This design comes from an exercise in tuning for small area, a short achievable clock period and few clock cycles per item on the open sky130 flow, not from production work. At most, simulation tests tie the RTL to the original design; equivalence was not proved. Power is estimated from default activity; no workload was simulated.

==> inputs of job 6768 <==
==> flow/design.v <==
module alu_design(clock,reset,A,B,start_op,op_sel,result,end_op);
	localparam IN_WIDTH = 16;
	localparam OUT_WIDTH = 32;
	localparam OP_WIDTH = 3;
	input logic clock,reset;
	input logic [IN_WIDTH - 1 : 0] A;
	input logic [IN_WIDTH - 1 : 0] B;
	input logic start_op;
	input [OP_WIDTH - 1 : 0] op_sel;
	output logic [OUT_WIDTH - 1 : 0] result;
	output logic end_op;
	logic [2:0] cnt;           
	wire is_mul = op_sel[2] & ~op_sel[0];
	wire is_sub = ~op_sel[2] & op_sel[1] & ~op_sel[0];
	wire [15:0] src = (cnt == 3'd0) ? B : result[15:0];
	wire [1:0] dig = src[1:0];
	wire [15:0] hi = (cnt == 3'd0) ? 16'd0 : result[31:16];
	wire [15:0] x  = hi;
	wire [15:0] y  = A & {16{~op_sel[2] | dig[0]}};
	wire [16:0] z  = op_sel[2] ? {A & {16{dig[1]}}, 1'b0} : {1'b0, B ^ {16{op_sel[1] & ~op_sel[0]}}};
	wire [16:0] s  = {1'b0, x ^ y} ^ z;
	wire [16:0] c  = ({1'b0, x & y}) | ({1'b0, x ^ y} & z);
	wire [17:0] sum = 18'(s) + 18'({c, is_sub});
	logic [31:0] res_d;
	always_comb begin
		if (op_sel[2])
			res_d = op_sel[0] ? {16'd0, A & B} : {sum, src[15:2]};
		else if (op_sel[1] & op_sel[0])
			res_d = {16'd0, s[15:0]};
		else if (op_sel[1])
			res_d = {{16{~sum[16]}}, sum[15:0]};
		else if (op_sel[0])
			res_d = {15'd0, sum[16:0]};
		else
			res_d = 32'd0;
	end
	always_ff @(posedge clock)
		result <= res_d;
	always_ff @(posedge clock or posedge reset)
	begin
		if (reset) begin
			end_op <= 1'b0;
			cnt    <= 3'd0;
		end
		else if (start_op) begin
			end_op <= ~is_mul | (cnt == 3'd7);
			cnt    <= (is_mul && cnt != 3'd7) ? cnt + 3'd1 : 3'd0;
		end
		else begin
			end_op <= 1'b0;
			cnt    <= 3'd0;
		end
	end
endmodule
==> flow/flow/run.sh <==
#!/bin/bash
# The standard layout, with the port buffers made from the smallest
# buffer cell, and the buffers from synthesis removed before placement so
# the resizer buffers the design afresh.
set -euo pipefail
bash standard.sh BUFFER_PORTS_ARGS="-buffer_cell sky130_fd_sc_hd__buf_1" REMOVE_ABC_BUFFERS=1 finish > standard_flow.log 2>&1
==> flow/standard.sh <==
#!/bin/bash
# synth_recipe.tcl (not shown) runs the flow's synth.tcl, then flattens the netlist and writes it again
# the make line also repeats each setting of config.mk as NAME=value (left out here)
make -C /OpenROAD-flow-scripts/flow DESIGN_CONFIG=/design/flow/config.mk WORK_HOME=/design/flow/orfs CLKGATE_MAP_FILE= SYNTH_SCRIPT=/design/flow/synth_recipe.tcl "${@:-finish}"
==> flow/config.mk <==
export PLATFORM = sky130hd
export DESIGN_NAME = alu_design
export DESIGN_NICKNAME = alu_design
export VERILOG_FILES = /design/flow/design.v
export SDC_FILE = /design/flow/constraint.sdc
export NUM_CORES = 4
export LEC_CHECK = 0
export CAP_MARGIN = 20
export CORE_MARGIN = 2
export CORE_UTILIZATION = 40
export SETUP_SLACK_MARGIN = 3.5
export SLEW_MARGIN = 20
==> flow/constraint.sdc <==
create_clock -name core_clock -period 8.5 [get_ports {clock}]
set_input_delay 1.7000 -clock core_clock [delete_from_list [all_inputs] [get_ports {clock}]]
set_output_delay 1.7000 -clock core_clock [all_outputs]
set_load 0.01 [all_outputs]
==> job 763: changes against job 6768 <==
==> flow/design.v, changed modules only <==
module alu_design(clock,reset,A,B,start_op,op_sel,result,end_op);
	localparam IN_WIDTH = 16;
	localparam OUT_WIDTH = 32;
	localparam OP_WIDTH = 3;
	input logic clock,reset;
	input logic [IN_WIDTH - 1 : 0] A;
	input logic [IN_WIDTH - 1 : 0] B;
	input logic start_op;
	input [OP_WIDTH - 1 : 0] op_sel;
	output logic [OUT_WIDTH - 1 : 0] result;
	output logic end_op;
	logic [1:0] cnt;           
	logic       bp;            
	wire is_mul = op_sel[2] & ~op_sel[0];
	wire is_sub = ~op_sel[2] & op_sel[1] & ~op_sel[0];
	wire first  = (cnt == 2'd0);
	wire last   = (cnt == 2'd3);
	wire [15:0] src = first ? B : result[15:0];
	wire        bm1 = ~first & bp;
	wire one0 = src[0] ^ bm1;
	wire two0 = (src[1] & ~src[0] & ~bm1) | (~src[1] & src[0] & bm1);
	wire one1 = src[2] ^ src[1];
	wire two1 = (src[3] & ~src[2] & ~src[1]) | (~src[3] & src[2] & src[1]);
	wire one0_e = ~is_mul | one0;
	wire two0_e = is_mul & two0;
	wire neg0_e = is_mul & src[1];
	wire one1_e = is_mul & one1;
	wire two1_e = is_mul & two1;
	wire neg1_e = is_mul & src[3];
	wire [16:0] mag0 = ({1'b0, A} & {17{one0_e}}) | ({A, 1'b0} & {17{two0_e}});
	wire [16:0] mag1 = ({1'b0, A} & {17{one1_e}}) | ({A, 1'b0} & {17{two1_e}});
	wire [19:0] row0 = {{3{neg0_e}}, mag0 ^ {17{neg0_e}}};
	wire [19:0] row1 = {neg1_e, mag1 ^ {17{neg1_e}}, 2'b00};
	wire [15:0] hi = first ? 16'd0 : result[31:16];
	wire [19:0] x  = is_mul ? {{4{hi[15]}}, hi} : {4'd0, B ^ {16{is_sub}}};
	wire        fix = is_mul & last & src[3];
	wire [19:0] w  = {A & {16{fix}}, 1'b0, neg1_e, 1'b0, is_mul ? neg0_e : is_sub};
	wire [19:0] s   = x ^ row0 ^ row1;
	wire [19:0] c   = (x & row0) | (x & row1) | (row0 & row1);
	wire [19:0] sum = s + {c[18:0], 1'b0} + w;
	logic [31:0] res_d;
	always_comb begin
		if (op_sel[2])
			res_d = op_sel[0] ? {16'd0, c[15:0]} : {sum, src[15:4]};
		else if (op_sel[1] & op_sel[0])
			res_d = {16'd0, s[15:0]};
		else if (op_sel[1])
			res_d = {{16{~sum[16]}}, sum[15:0]};
		else if (op_sel[0])
			res_d = {15'd0, sum[16:0]};
		else
			res_d = 32'd0;
	end
	always_ff @(posedge clock) begin
		result <= res_d;
		bp     <= src[3];
	end
	always_ff @(posedge clock or posedge reset)
	begin
		if (reset) begin
			end_op <= 1'b0;
			cnt    <= 2'd0;
		end
		else if (start_op) begin
			end_op <= ~is_mul | last;
			cnt    <= is_mul ? cnt + 2'd1 : 2'd0;
		end
		else begin
			end_op <= 1'b0;
			cnt    <= 2'd0;
		end
	end
endmodule
==> flow/flow/run.sh (replaced) <==
#!/bin/bash
# The standard layout, with the port buffers made from the smallest
# buffer cell instead of the flow's default choice.
set -euo pipefail
bash standard.sh BUFFER_PORTS_ARGS="-buffer_cell sky130_fd_sc_hd__buf_1" finish > standard_flow.log 2>&1
- SETUP_SLACK_MARGIN: 3.5 -> 3
==> job 3098: changes against job 6768 <==
==> flow/design.v, changed modules only <==
module alu_design(clock,reset,A,B,start_op,op_sel,result,end_op);
	localparam IN_WIDTH = 16;
	localparam OUT_WIDTH = 32;
	localparam OP_WIDTH = 3;
	input logic clock,reset;
	input logic [IN_WIDTH - 1 : 0] A;
	input logic [IN_WIDTH - 1 : 0] B;
	input logic start_op;
	input [OP_WIDTH - 1 : 0] op_sel;
	output logic [OUT_WIDTH - 1 : 0] result;
	output logic end_op;
	logic [2:0] cnt;           
	wire is_mul = op_sel[2] & ~op_sel[0];
	wire is_sub = ~op_sel[2] & op_sel[1] & ~op_sel[0];
	wire [15:0] src = (cnt == 3'd0) ? B : result[15:0];
	wire [1:0] dig = src[1:0];
	wire [15:0] hi = (cnt == 3'd0) ? 16'd0 : result[31:16];
	wire [15:0] x  = is_mul ? hi : (B ^ {16{is_sub}});
	wire [15:0] y  = A & {16{~is_mul | dig[0]}};
	wire [16:0] z  = ({A, 1'b0} & {17{is_mul & dig[1]}});
	wire [16:0] s  = {1'b0, x ^ y} ^ z;
	wire [16:0] c  = ({1'b0, x & y}) | ({1'b0, x ^ y} & z);
	wire [17:0] sum = 18'(s) + 18'({c, is_sub});
	logic [31:0] res_d;
	always_comb begin
		if (op_sel[2])
			res_d = op_sel[0] ? {16'd0, c[15:0]} : {sum, src[15:2]};
		else if (op_sel[1] & op_sel[0])
			res_d = {16'd0, s[15:0]};
		else if (op_sel[1])
			res_d = {{16{~sum[16]}}, sum[15:0]};
		else if (op_sel[0])
			res_d = {15'd0, sum[16:0]};
		else
			res_d = 32'd0;
	end
	always_ff @(posedge clock)
		result <= res_d;
	always_ff @(posedge clock or posedge reset)
	begin
		if (reset) begin
			end_op <= 1'b0;
			cnt    <= 3'd0;
		end
		else if (start_op) begin
			end_op <= ~is_mul | (cnt == 3'd7);
			cnt    <= (is_mul && cnt != 3'd7) ? cnt + 3'd1 : 3'd0;
		end
		else begin
			end_op <= 1'b0;
			cnt    <= 3'd0;
		end
	end
endmodule
==> flow/flow/run.sh (replaced) <==
#!/bin/bash
# The standard layout, with the port buffers made from the smallest
# buffer cell, and adders left to ABC instead of the full/half-adder cells.
set -euo pipefail
bash standard.sh BUFFER_PORTS_ARGS="-buffer_cell sky130_fd_sc_hd__buf_1" ADDER_MAP_FILE= finish > standard_flow.log 2>&1
- SETUP_SLACK_MARGIN: 3.5 -> 3
==> comparison table <==
quantity                                                             job 763        job 3098        job 6768
Total design power                                                   1.52 mW          722 µW          668 µW
Number of ordinary and repair buffers in the finished layout             143              80              82
Post-route worst setup slack                                         2630 ps         3220 ps         3660 ps
Switching Fraction                                                     0.464           0.433           0.405
Data arrival, critical path                                          6060 ps         5470 ps         5010 ps
Adder-Cell Fraction of Synth Area                                      0.217          0.0340           0.173
Final worst path period need                                         5870 ps         5280 ps         4840 ps
Cell total after placement                                               759             732             574
FF/Latch Area                                                        736 µm²         741 µm²         741 µm²
Routability cong.                                                      0.982           0.988           0.858
Full die area                                                     0.0125 mm²      0.0106 mm²     0.00929 mm²
Worst-Skew Late Latency                                               290 ps          300 ps          300 ps
Routed met3 length                                                   1580 µm          896 µm          633 µm
Met3 Use GR                                                           0.0452          0.0312          0.0318
Outcome                                                       finished clean  finished clean  finished clean
Testbench counts of job 6768, summed over its fixed seeds: cycles 52,084, items 24,000.
Testbench counts of job 3098, summed over its fixed seeds: cycles 52,084, items 24,000.
Only the layout flow was run in job 763; the RTL was not checked for function there.

[re-timing with driven ports]
In the flow no input, the clock included, has a driving cell. The finished layouts below were timed again as built, in two steps. Step 1: set_driving_cell puts a clkbuf_16 on clock and a buf_2 on each other input, an assumption about the parent block. Step 2 times the ports against the registers' clock, not the clock port: input delays grow and output delays shrink by t, the midpoint of the rising clock arrivals with the driver on. Three values: ideal ports, drivers, drivers and shift; two values: the first two.
run	t, ns	setup WS [ns]	worst hold slack (ns)
job 6768	0.326	3.657 / 3.667 / 3.342	0.599 / 0.599 / 0.599
job 763	0.322	2.634 / 2.631 / 2.309	0.582 / 0.582 / 0.582
job 3098	0.321	3.223 / 3.212 / 2.891	0.617 / 0.617 / 0.617
After both steps every run listed still meets setup and hold. The setup slack of job 3098, which loses most, moves by -0.011 ns with the drivers and by -0.332 ns with both steps.
